This design comes from an exercise in tuning for small area on the open sky130 flow, not from production work.
The RTL was checked by simulation tests, not by an equivalence proof against the original design.
The flow treats the clock pin as an ideal source, which a real chip does not have.
Power and IR drop assume default switching activity.

==> flow/design.v <==
module fifo (
	input [31:0] DI,
	input	RE,
	input	WE,
	input   clk,
	input	rst,
	output	[31:0] res,
	output	read_valid,
	output	r_err,
	output	w_err
);
	reg  [2:0]  rp, wp;
	reg         lastw;
	reg  [255:0] mem;	 
	reg  [31:0] res_r;
	reg         rv_r;
	wire eq    = (rp == wp);
	wire empty = eq & ~lastw;
	wire full  = eq & lastw;
	wire re_ok = RE & ~empty;
	wire we_ok = WE & (~full | RE);
	assign r_err = RE & empty;
	assign w_err = WE & full;
	assign read_valid = rv_r;
	assign res = res_r;
	always @(posedge clk) begin
		if (rst) begin
			rp <= 3'd0;
			wp <= 3'd0;
			lastw <= 1'b0;
			rv_r <= 1'b0;
		end else begin
			if (re_ok) rp <= rp + 3'd1;
			if (we_ok) wp <= wp + 3'd1;
			if (re_ok != we_ok) lastw <= we_ok;
			rv_r <= re_ok;
		end
	end
	wire [7:0] wen   = {8{we_ok}} & (8'd1 << wp);
	wire [7:0] wen_n = ~wen;
	wire [255:0] mem_nx;
	hold8 hold (.d(DI), .q(mem), .we(wen), .we_n(wen_n), .y(mem_nx));
	always @(posedge clk)
		mem <= mem_nx;
	wire [7:0] sel;
	dec3 rdec (.a(rp), .y(sel));
	wire [31:0] n0, n1, n2;
	ao222n g0 (.a(mem[31:0]), .b(mem[63:32]), .c(mem[95:64]), .sa(sel[0]), .sb(sel[1]), .sc(sel[2]), .y(n0));
	ao222n g1 (.a(mem[127:96]), .b(mem[159:128]), .c(mem[191:160]), .sa(sel[3]), .sb(sel[4]), .sc(sel[5]), .y(n1));
	ao22n  g2 (.a(mem[223:192]), .b(mem[255:224]), .sa(sel[6]), .sb(sel[7]), .y(n2));
	always @(posedge clk)
		res_r <= ~(n0 & n1 & n2);
endmodule
module ao222n (
	input  [31:0] a, b, c,
	input         sa, sb, sc,
	output [31:0] y
);
	assign y = ~((a & {32{sa}}) | (b & {32{sb}}) | (c & {32{sc}}));
endmodule
module ao22n (
	input  [31:0] a, b,
	input         sa, sb,
	output [31:0] y
);
	assign y = ~((a & {32{sa}}) | (b & {32{sb}}));
endmodule
module dec3 (
	input  [2:0] a,
	output [7:0] y
);
	assign y = 8'd1 << a;
endmodule
module hold8 (
	input  [31:0]  d,
	input  [255:0] q,
	input  [7:0]   we,
	input  [7:0]   we_n,
	output [255:0] y
);
	genvar w;
	generate
		for (w = 0; w < 8; w = w + 1) begin : word
			assign y[32*w +: 32] = (d & {32{we[w]}}) | (q[32*w +: 32] & {32{we_n[w]}});
		end
	endgenerate
endmodule
export LEC_CHECK = 0
export ABC_AREA = 0
export CAP_MARGIN = 0
export CORE_MARGIN = 2
export CORE_UTILIZATION = 70
export SLEW_MARGIN = 0
export SYNTH_HIERARCHICAL = 1
export SYNTH_MINIMUM_KEEP_SIZE = 0
create_clock -name core_clock -period 5.0 [get_ports {clk}]
standard.sh (not shown) runs the stock make flow with config.mk's settings and CLKGATE_MAP_FILE= SYNTH_SCRIPT=/design/flow/synth_recipe.tcl, a recipe that flattens the netlist after the stock synthesis.
==> flow/flow/run.sh <==
#!/bin/bash
# Standard ORFS layout with these changes:
# - synthesis is the standard flow's, but ABC maps with an area-oriented script
#   (flow/area.abc) instead of ORFS's speed script;
# - the ports get the smallest buffer;
# - the clock tree uses small buffers and no dummy loads;
# - after CTS, cells are swapped for lower-drive ones of the same
#   function where slew, capacitance and timing stay within margins.
set -euo pipefail
export FLOW_SYNTH=$PWD/synth_recipe.tcl
export AREA_ABC_SCRIPT=$PWD/flow/area.abc
export BUFFER_PORTS_ARGS="-buffer_cell sky130_fd_sc_hd__buf_1"
export CTS_ARGS="-sink_clustering_enable -repair_clock_nets -dont_use_dummy_load -buf_list {sky130_fd_sc_hd__clkbuf_4} -sink_clustering_size 10 -sink_clustering_max_diameter 100"
SYN=SYNTH_SCRIPT=$PWD/flow/synth_abc.tcl
bash standard.sh $SYN cts > standard_cts.log 2>&1
R=orfs/results/sky130hd/fifo/base
DS_SLEW_FRAC=0.1 DS_ODB=$R/4_cts.odb DS_SDC=$R/4_cts.sdc openroad -no_init -exit flow/downsize.tcl > downsize.log 2>&1
bash standard.sh $SYN finish > standard.log 2>&1
Other scripts of this flow, unchanged in this note and not shown: flow/flow/area.abc, flow/flow/downsize.tcl, flow/flow/synth_abc.tcl
==> next run, changes <==
==> flow/design.v (replaced) <==
module fifo (
	input [31:0] DI,
	input	RE,
	input	WE,
	input   clk,
	input	rst,
	output	[31:0] res,
	output	read_valid,
	output	r_err,
	output	w_err
);
	reg  [3:0]   count;		 
	reg  [255:0] mem;		 
	reg  [31:0]  res_r;
	reg          rv_r;
	wire empty = (count == 4'd0);
	wire full  = count[3];
	wire re_ok = RE & ~empty;
	wire we_ok = WE & (~full | RE);
	assign r_err = RE & empty;
	assign w_err = WE & full;
	assign read_valid = rv_r;
	assign res = res_r;
	always @(posedge clk) begin
		if (rst) begin
			count <= 4'd0;
			rv_r <= 1'b0;
		end else begin
			if (we_ok & ~re_ok) count <= count + 4'd1;
			if (re_ok & ~we_ok) count <= count - 4'd1;
			rv_r <= re_ok;
		end
	end
	wire [255:0] mem_nx;
	shift8 shift (.d(DI), .q(mem), .we(we_ok), .we_n(~we_ok), .y(mem_nx));
	always @(posedge clk)
		mem <= mem_nx;
	wire [7:0] dsel;
	dec3 rdec (.a(count[2:0]), .y(dsel));
	wire [7:0] sel = {dsel[0], dsel[7:1]};
	wire [31:0] n0, n1, n2;
	ao222n g0 (.a(mem[31:0]), .b(mem[63:32]), .c(mem[95:64]), .sa(sel[0]), .sb(sel[1]), .sc(sel[2]), .y(n0));
	ao222n g1 (.a(mem[127:96]), .b(mem[159:128]), .c(mem[191:160]), .sa(sel[3]), .sb(sel[4]), .sc(sel[5]), .y(n1));
	ao22n  g2 (.a(mem[223:192]), .b(mem[255:224]), .sa(sel[6]), .sb(sel[7]), .y(n2));
	always @(posedge clk)
		res_r <= ~(n0 & n1 & n2);
endmodule
module shift8 (
	input  [31:0]  d,
	input  [255:0] q,
	input          we,
	input          we_n,
	output [255:0] y
);
	wire [255:0] below = {q[223:0], d};
	assign y = (below & {256{we}}) | (q & {256{we_n}});
endmodule
module ao222n (
	input  [31:0] a, b, c,
	input         sa, sb, sc,
	output [31:0] y
);
	assign y = ~((a & {32{sa}}) | (b & {32{sb}}) | (c & {32{sc}}));
endmodule
module ao22n (
	input  [31:0] a, b,
	input         sa, sb,
	output [31:0] y
);
	assign y = ~((a & {32{sa}}) | (b & {32{sb}}));
endmodule
module dec3 (
	input  [2:0] a,
	output [7:0] y
);
	assign y = 8'd1 << a;
endmodule
After rerunning: The changed run ran to the end with no violations; sequential power grows by 6.4%; clock power is about the same; via count shrinks by 9.8%; routed wire length shrinks by 19%; clock skew grows by 240 ps; sequential share of layout area grows by 0.61 points; setup slack improved by 590 ps; area after synthesis shrinks by 2.1%; sequential cell count shrinks by 3; global-route usage shrinks by 6.9 points; cell area shrinks by 2.1%; final cell count shrinks by 3.4%.

## what the ideal ports hide
How much do the figures lean on ideal ports? The routed layouts below were timed once more, with nothing changed but the port constraints.
Step 1: set_driving_cell puts a clkbuf_16 on clk and a buf_2 on each other input, an assumption about the parent block.
Step 2, shift: input delay + t, output delay - t, t = (earliest + latest rising clock arrival at the registers) / 2. This alone moves slack from input paths to output paths.
Three values: ideal, step 1, step 2; two values: the first two.
run	t, ns	setup WS [ns]	clock arrival spread, ns	pins driven straight from the clock port
the first run	1.062	1.006 / 1.006 / 0.685	0.132 / 0.132	1
the second run	0.786	1.599 / 1.599 / 0.871	0.374 / 0.374	1
In the second run the clock reaches the registers at very different times; t lies between them, and the last value is a rough guide only. For the second run, which loses most, drivers alone change the setup slack by 0.000 ns; drivers and shift together by -0.728 ns.
